This is an optimization exercise on Yosys and OpenROAD, whose aim is small area, a short achievable clock period and few clock cycles per item, not a production implementation.
Function was checked by simulation only, so behaviour that the tests miss may differ from the original.
The flow treats the clock pin as an ideal source. Dropping or thinning the clock tree relies on that and would not hold on a real chip.
Power is estimated from default activity; no workload was simulated.

==> flow/design.v (excerpt) <==
module cpu (
    input clk,
    input rst,
    input [15:0] sw,
    output [7:0] led
);
clock: 8.0 ns
lec_check: 0
cap_margin: 20
core_margin: 2
core_utilization: 40
cts_buf_list: sky130_fd_sc_hd__clkbuf_4
cts_cluster_diameter: 200
cts_cluster_size: 32
slew_margin: 20
standard.sh (not shown) runs the stock make flow with config.mk's settings and CLKGATE_MAP_FILE= SYNTH_SCRIPT=/design/flow/synth_recipe.tcl, a recipe that flattens the netlist after the stock synthesis.
==> flow/flow/run.sh <==
#!/bin/bash
# The standard layout (standard.sh), with these changes:
# - synthesis: ABC maps the logic with this flow's abc.script instead of the
#   ORFS script, and Yosys's adder extraction is skipped so ABC sees all the
#   logic. Registers, flattening and renaming are those of the standard
#   synthesis (synth_recipe.tcl with abc_override.tcl inserted).
# - flow/env.sh may set further ORFS variables (timing-repair target, port
#   buffer cell).
set -euo pipefail
here=$(pwd)
{ head -n 1 synth_recipe.tcl; cat flow/abc_override.tcl; tail -n +2 synth_recipe.tcl; } > my_synth.tcl
export MY_ABC_SCRIPT=$here/flow/abc.script
if [[ -f flow/abc_fast.script ]]; then export MY_ABC_FAST=$here/flow/abc_fast.script; fi
if [[ -f flow/env.sh ]]; then source flow/env.sh; fi
sed -e "s#SYNTH_SCRIPT=[^ ]*#SYNTH_SCRIPT=$here/my_synth.tcl ADDER_MAP_FILE=#" standard.sh > my_standard.sh
bash my_standard.sh > flow.log 2>&1
==> flow/flow/abc.script <==
strash
dch
map
topo
==> flow/flow/abc_override.tcl <==
# Run ABC with this flow's own script in place of the ORFS one (the rest of
# the standard synthesis is unchanged).
proc abc {args} {
  set i [lsearch -exact $args -script]
  if {$i >= 0} { set args [lreplace $args $i [expr {$i + 1}] -script $::env(MY_ABC_SCRIPT)] }
  yosys abc {*}$args
}
==> flow/flow/env.sh <==
export SETUP_SLACK_MARGIN=5.65
export BUFFER_PORTS_ARGS="-buffer_cell sky130_fd_sc_hd__buf_1"
The baseline completed with no timing, DRC or antenna violations.
Testbench counts at the start, summed over its fixed seeds: cycles 10,080, jobs 2,016.
==> next run, changes <==
==> flow/flow/env.sh (replaced) <==
export SETUP_SLACK_MARGIN=5.7
export BUFFER_PORTS_ARGS="-buffer_cell sky130_fd_sc_hd__buf_1"
export PRE_CTS_TCL=$here/flow/one_buf.tcl
==> flow/flow/one_buf.tcl (new file) <==
# Clock tree of one buffer: the clock port drives a single clkbuf_16 placed at
# the centre of the registers, which drives every register's clock pin.
# Replaces clock_tree_synthesis for this small design (cts.tcl's repair and
# legalisation still run after it).
proc clock_tree_synthesis {args} {
  set block [ord::get_db_block]
  set clk_port [lindex [get_ports clk] 0]
  set net [$block findNet clk]
  set xs 0; set ys 0; set n 0
  foreach it [$net getITerms] {
    set inst [$it getInst]
    set box [$inst getBBox]
    set xs [expr {$xs + ([$box xMin] + [$box xMax]) / 2}]
    set ys [expr {$ys + ([$box yMin] + [$box yMax]) / 2}]
    incr n
  }
  set dbu [$block getDbUnitsPerMicron]
  set x [expr {double($xs) / $n / $dbu}]
  set y [expr {double($ys) / $n / $dbu}]
  puts "one_buf: $n clock sinks, buffer at $x $y"
  insert_buffer -buffer_cell sky130_fd_sc_hd__clkbuf_16 -net clk -location [list $x $y] -buffer_name clkbuf_root -net_name clknet_root
  set_propagated_clock [all_clocks]
}
- CTS_BUF_LIST: sky130_fd_sc_hd__clkbuf_4 -> default
- CTS_CLUSTER_DIAMETER: 200 -> default
- CTS_CLUSTER_SIZE: 32 -> default
Sequential power decreases by about 2%.
Clock skew decreases by 0.011 ns.
Synthesized cell count stays the same.
Final area decreases by 5.4%.
Synthesized area stays the same.
Via count decreases by 5.7%.
Fmax increases by 5.5%.
Wire length decreases by 6.2%.
Global-route usage decreases by 2.0 points.
==> next run, changes <==
==> flow/flow/env.sh (replaced) <==
export SETUP_SLACK_MARGIN=5.65
export BUFFER_PORTS_ARGS="-buffer_cell sky130_fd_sc_hd__buf_1"
removed: flow/flow/one_buf.tcl
Result:
- The changed run produced a clean layout
- maximum frequency came out lower by 2.7%
- critical path depth is unchanged
- global-route usage came out higher by 1.7 points
The clock cells of the second run of this note come from the design's own scripts or RTL, not from TritonCTS.

run A:
Another version of the RTL of cpu (not shown whole).
Size in the first run: about 260 cells after synthesis, roughly 29 flip-flops, about 1700 um2 of cells after synthesis.
Design cpu, start of the top module:
module cpu (
    input clk,
    input rst,
    input [15:0] sw,
    output [7:0] led
);
==> flow/config.mk <==
export PLATFORM = sky130hd
export DESIGN_NAME = cpu
export DESIGN_NICKNAME = cpu
export VERILOG_FILES = /design/flow/design.v
export SDC_FILE = /design/flow/constraint.sdc
export NUM_CORES = 4
export LEC_CHECK = 0
export CAP_MARGIN = 20
export CORE_MARGIN = 2
export CORE_UTILIZATION = 40
export SLEW_MARGIN = 20
==> flow/constraint.sdc <==
create_clock -name core_clock -period 8.0 [get_ports {clk}]
set_input_delay 1.6000 -clock core_clock [delete_from_list [all_inputs] [get_ports {clk}]]
set_output_delay 1.6000 -clock core_clock [all_outputs]
set_load 0.01 [all_outputs]
==> flow/flow/abc.script <==
strash
dch -f
map
topo
==> flow/flow/env.sh <==
export SETUP_SLACK_MARGIN=5.7
export PRE_GLOBAL_PLACE_TCL=$here/flow/ports.tcl
export PRE_CTS_TCL=$here/flow/one_buf.tcl
==> flow/flow/one_buf.tcl <==
# Clock tree of one buffer: the clock port drives a single clkbuf_16 placed at
# the centre of the registers, which drives every register's clock pin.
# Replaces clock_tree_synthesis for this small design (cts.tcl's repair and
# legalisation still run after it).
proc clock_tree_synthesis {args} {
  set block [ord::get_db_block]
  set clk_port [lindex [get_ports clk] 0]
  set net [$block findNet clk]
  set xs 0; set ys 0; set n 0
  foreach it [$net getITerms] {
    set inst [$it getInst]
    set box [$inst getBBox]
    set xs [expr {$xs + ([$box xMin] + [$box xMax]) / 2}]
    set ys [expr {$ys + ([$box yMin] + [$box yMax]) / 2}]
    incr n
  }
  set dbu [$block getDbUnitsPerMicron]
  set x [expr {double($xs) / $n / $dbu}]
  set y [expr {double($ys) / $n / $dbu}]
  puts "one_buf: $n clock sinks, buffer at $x $y"
  insert_buffer -buffer_cell sky130_fd_sc_hd__clkbuf_16 -net clk -location [list $x $y] -buffer_name clkbuf_root -net_name clknet_root
  set_propagated_clock [all_clocks]
}
==> flow/flow/ports.tcl <==
# Port buffers: buf_1 on the inputs (they feed registers directly and arrive
# with time to spare), buf_2 on the outputs (the register-to-output path is
# the design's critical path).
rename buffer_ports my_orig_buffer_ports
proc buffer_ports {args} {
  my_orig_buffer_ports -inputs -buffer_cell sky130_fd_sc_hd__buf_1
  my_orig_buffer_ports -outputs -buffer_cell sky130_fd_sc_hd__buf_2
}
Scripts as last shown in full above: flow/flow/run.sh, flow/flow/abc_override.tcl
No stage failed in run A, and the final checks on the layout all came back clean.
Testbench counts of run A, summed over its fixed seeds: cycles 10,080, jobs 2,016.
Relative to run A, the following input files were edited for run B:
==> flow/flow/abc.script <==
strash
&get -n
&dch -f
&nf
&put
topo
==> flow/flow/env.sh <==
export SETUP_SLACK_MARGIN=5.7
export BUFFER_PORTS_ARGS="-buffer_cell sky130_fd_sc_hd__buf_1"
export PRE_CTS_TCL=$here/flow/one_buf.tcl
removed: flow/flow/ports.tcl
==> comparison <==
Higher final critical-path required period goes to run B over run A. As of run B, floorplan die height had fallen by a few percent compared to run A. Run B: flow completed, timing, DRC and antenna clean. Run A has a lower routed metal-1 wire length than run B. Run B ended with more post-layout utilization of the core than run A.
diff inputs: run B => run C
==> flow/flow/env.sh <==
export SETUP_SLACK_MARGIN=5.75
export BUFFER_PORTS_ARGS="-buffer_cell sky130_fd_sc_hd__buf_1"
export PRE_CTS_TCL=$here/flow/one_buf.tcl
[summary]
Run C ran to completion and came out clean on the timing, design-rule and antenna checks.
Taking run B as the reference point, the pin slew with the least headroom to its limit of run C rises by 0.099 ns.
Status: average instance area after synthesis parity (run B, run C)
Diff run B and run C: relative area change from synthesis to final layout higher in run C
Going from run B to run C, total of cells resized after clock tree synthesis rose 11; maximum VDD drop rose 9.8%.
In every run of this note, the design's own scripts or RTL, not TritonCTS, make the clock network.

cpu with an RTL version that a note above also has.
Size in the first run: roughly 270 cells after synthesis, ~29 flip-flops, roughly 26 I/O pins.
clock: 8.0 ns
lec_check: 0
cap_margin: 20
core_margin: 2
core_utilization: 40
cts_buf_list: sky130_fd_sc_hd__clkbuf_16
cts_cluster_diameter: 200
cts_cluster_size: 32
slew_margin: 20
==> flow/flow/abc.script <==
strash
dch
map
topo
==> flow/flow/env.sh <==
export SETUP_SLACK_MARGIN=5.65
export BUFFER_PORTS_ARGS="-buffer_cell sky130_fd_sc_hd__buf_1"
Scripts as last shown in full above: flow/flow/run.sh, flow/flow/abc_override.tcl
Testbench counts at the start, summed over its fixed seeds: cycles 10,080, jobs 2,016.
==> next run, changes <==
==> flow/flow/env.sh (replaced) <==
export SETUP_SLACK_MARGIN=5.8
export BUFFER_PORTS_ARGS="-buffer_cell sky130_fd_sc_hd__buf_1"
export PRE_CTS_TCL=$here/flow/one_buf.tcl
==> flow/flow/one_buf.tcl (new file) <==
# Clock tree of one buffer: the clock port drives a single clkbuf_16 placed at
# the centre of the registers, which drives every register's clock pin.
# Replaces clock_tree_synthesis for this small design (cts.tcl's repair and
# legalisation still run after it).
proc clock_tree_synthesis {args} {
  set block [ord::get_db_block]
  set clk_port [lindex [get_ports clk] 0]
  set net [$block findNet clk]
  set xs 0; set ys 0; set n 0
  foreach it [$net getITerms] {
    set inst [$it getInst]
    set box [$inst getBBox]
    set xs [expr {$xs + ([$box xMin] + [$box xMax]) / 2}]
    set ys [expr {$ys + ([$box yMin] + [$box yMax]) / 2}]
    incr n
  }
  set dbu [$block getDbUnitsPerMicron]
  set x [expr {double($xs) / $n / $dbu}]
  set y [expr {double($ys) / $n / $dbu}]
  puts "one_buf: $n clock sinks, buffer at $x $y"
  insert_buffer -buffer_cell sky130_fd_sc_hd__clkbuf_16 -net clk -location [list $x $y] -buffer_name clkbuf_root -net_name clknet_root
  set_propagated_clock [all_clocks]
}
Settings changed: CTS_BUF_LIST sky130_fd_sc_hd__clkbuf_16 to unset, CTS_CLUSTER_DIAMETER 200 to unset, CTS_CLUSTER_SIZE 32 to unset.
After rerunning:
- worst setup slack is better by 0.10 ns
- cell area went up by 1.6%
- clock power went down by 66%
- clock skew stays flat
- routed wire length went down by about 0.6%
- final cell count stays flat
- combinational power went up by 22%
- total power went down by about 12%
- global-route usage went down by 1.3 points
==> next run, changes <==
==> flow/flow/run.sh (replaced) <==
#!/bin/bash
# The standard layout (standard.sh), with one change to synthesis: ABC maps
# the logic with this flow's abc.script (area mapping) instead of the ORFS
# script, and Yosys's adder extraction is skipped so ABC sees all the logic.
# Registers, flattening and renaming are those of the standard synthesis.
set -euo pipefail
here=$(pwd)
{ head -n 1 synth_recipe.tcl; cat flow/abc_override.tcl; tail -n +2 synth_recipe.tcl; } > my_synth.tcl
extra="ADDER_MAP_FILE= MY_ABC_SCRIPT=$here/flow/abc.script"
if [[ -f flow/make_args ]]; then extra="$extra $(cat flow/make_args)"; fi
sed -e "s#SYNTH_SCRIPT=[^ ]*#SYNTH_SCRIPT=$here/my_synth.tcl $extra#" standard.sh > my_standard.sh
bash my_standard.sh > flow.log 2>&1
==> flow/flow/make_args (new file) <==
SETUP_SLACK_MARGIN=5.65
removed: flow/flow/env.sh
removed: flow/flow/one_buf.tcl
Outcome: The new run completed with no timing, DRC or antenna violations; core utilization shrinks by 0.99 points; synthesized area does not change; design area falls by 2.0%; register-to-register slack is worse by 0.16 ns; combinational power shrinks by 17%; cell count shrinks by 0.87%; die area is unchanged.
The clock cells of the second run of this note come from the design's own scripts or RTL, not from TritonCTS.

[port drivers added, routing unchanged]
No port has a modelled driver above. Below, the same layouts with a new extraction and two added sets of constraints.
Step 1: set_driving_cell puts a clkbuf_16 on clk and a buf_2 on each other input, an assumption about the parent block.
Step 2, shift: input delay + t, output delay - t, t = (earliest + latest rising clock arrival at the registers) / 2. This alone moves slack from input paths to output paths.
Three values: ideal, step 1, step 2; two values: the first two.
run | shift t [ns] | slack for setup (ns) | pins driven straight from the clock port
the first run of note 1 | 0.347 | 5.618 / 5.596 / 5.786 | 1
the second run of note 1 | 0.189 | 5.741 / 5.714 / 5.815 | 1
the third run of note 1 | 0.301 | 5.678 / 5.654 / 5.795 | 1
run A | 0.192 | 5.748 / 5.719 / 5.782 | 1
run B | 0.188 | 5.726 / 5.699 / 5.839 | 1
run C | 0.188 | 5.773 / 5.745 / 5.910 | 1
the first run of note 3 | 0.296 | 5.677 / 5.648 / 5.782 | 1
the second run of note 3 | 0.189 | 5.782 / 5.755 / 5.919 | 1
the third run of note 3 | 0.294 | 5.672 / 5.648 / 5.590 | 1
After both steps every run listed still meets setup and hold. For the third run of note 3, which loses most, drivers alone change the setup slack by -0.024 ns; drivers and shift together by -0.082 ns.
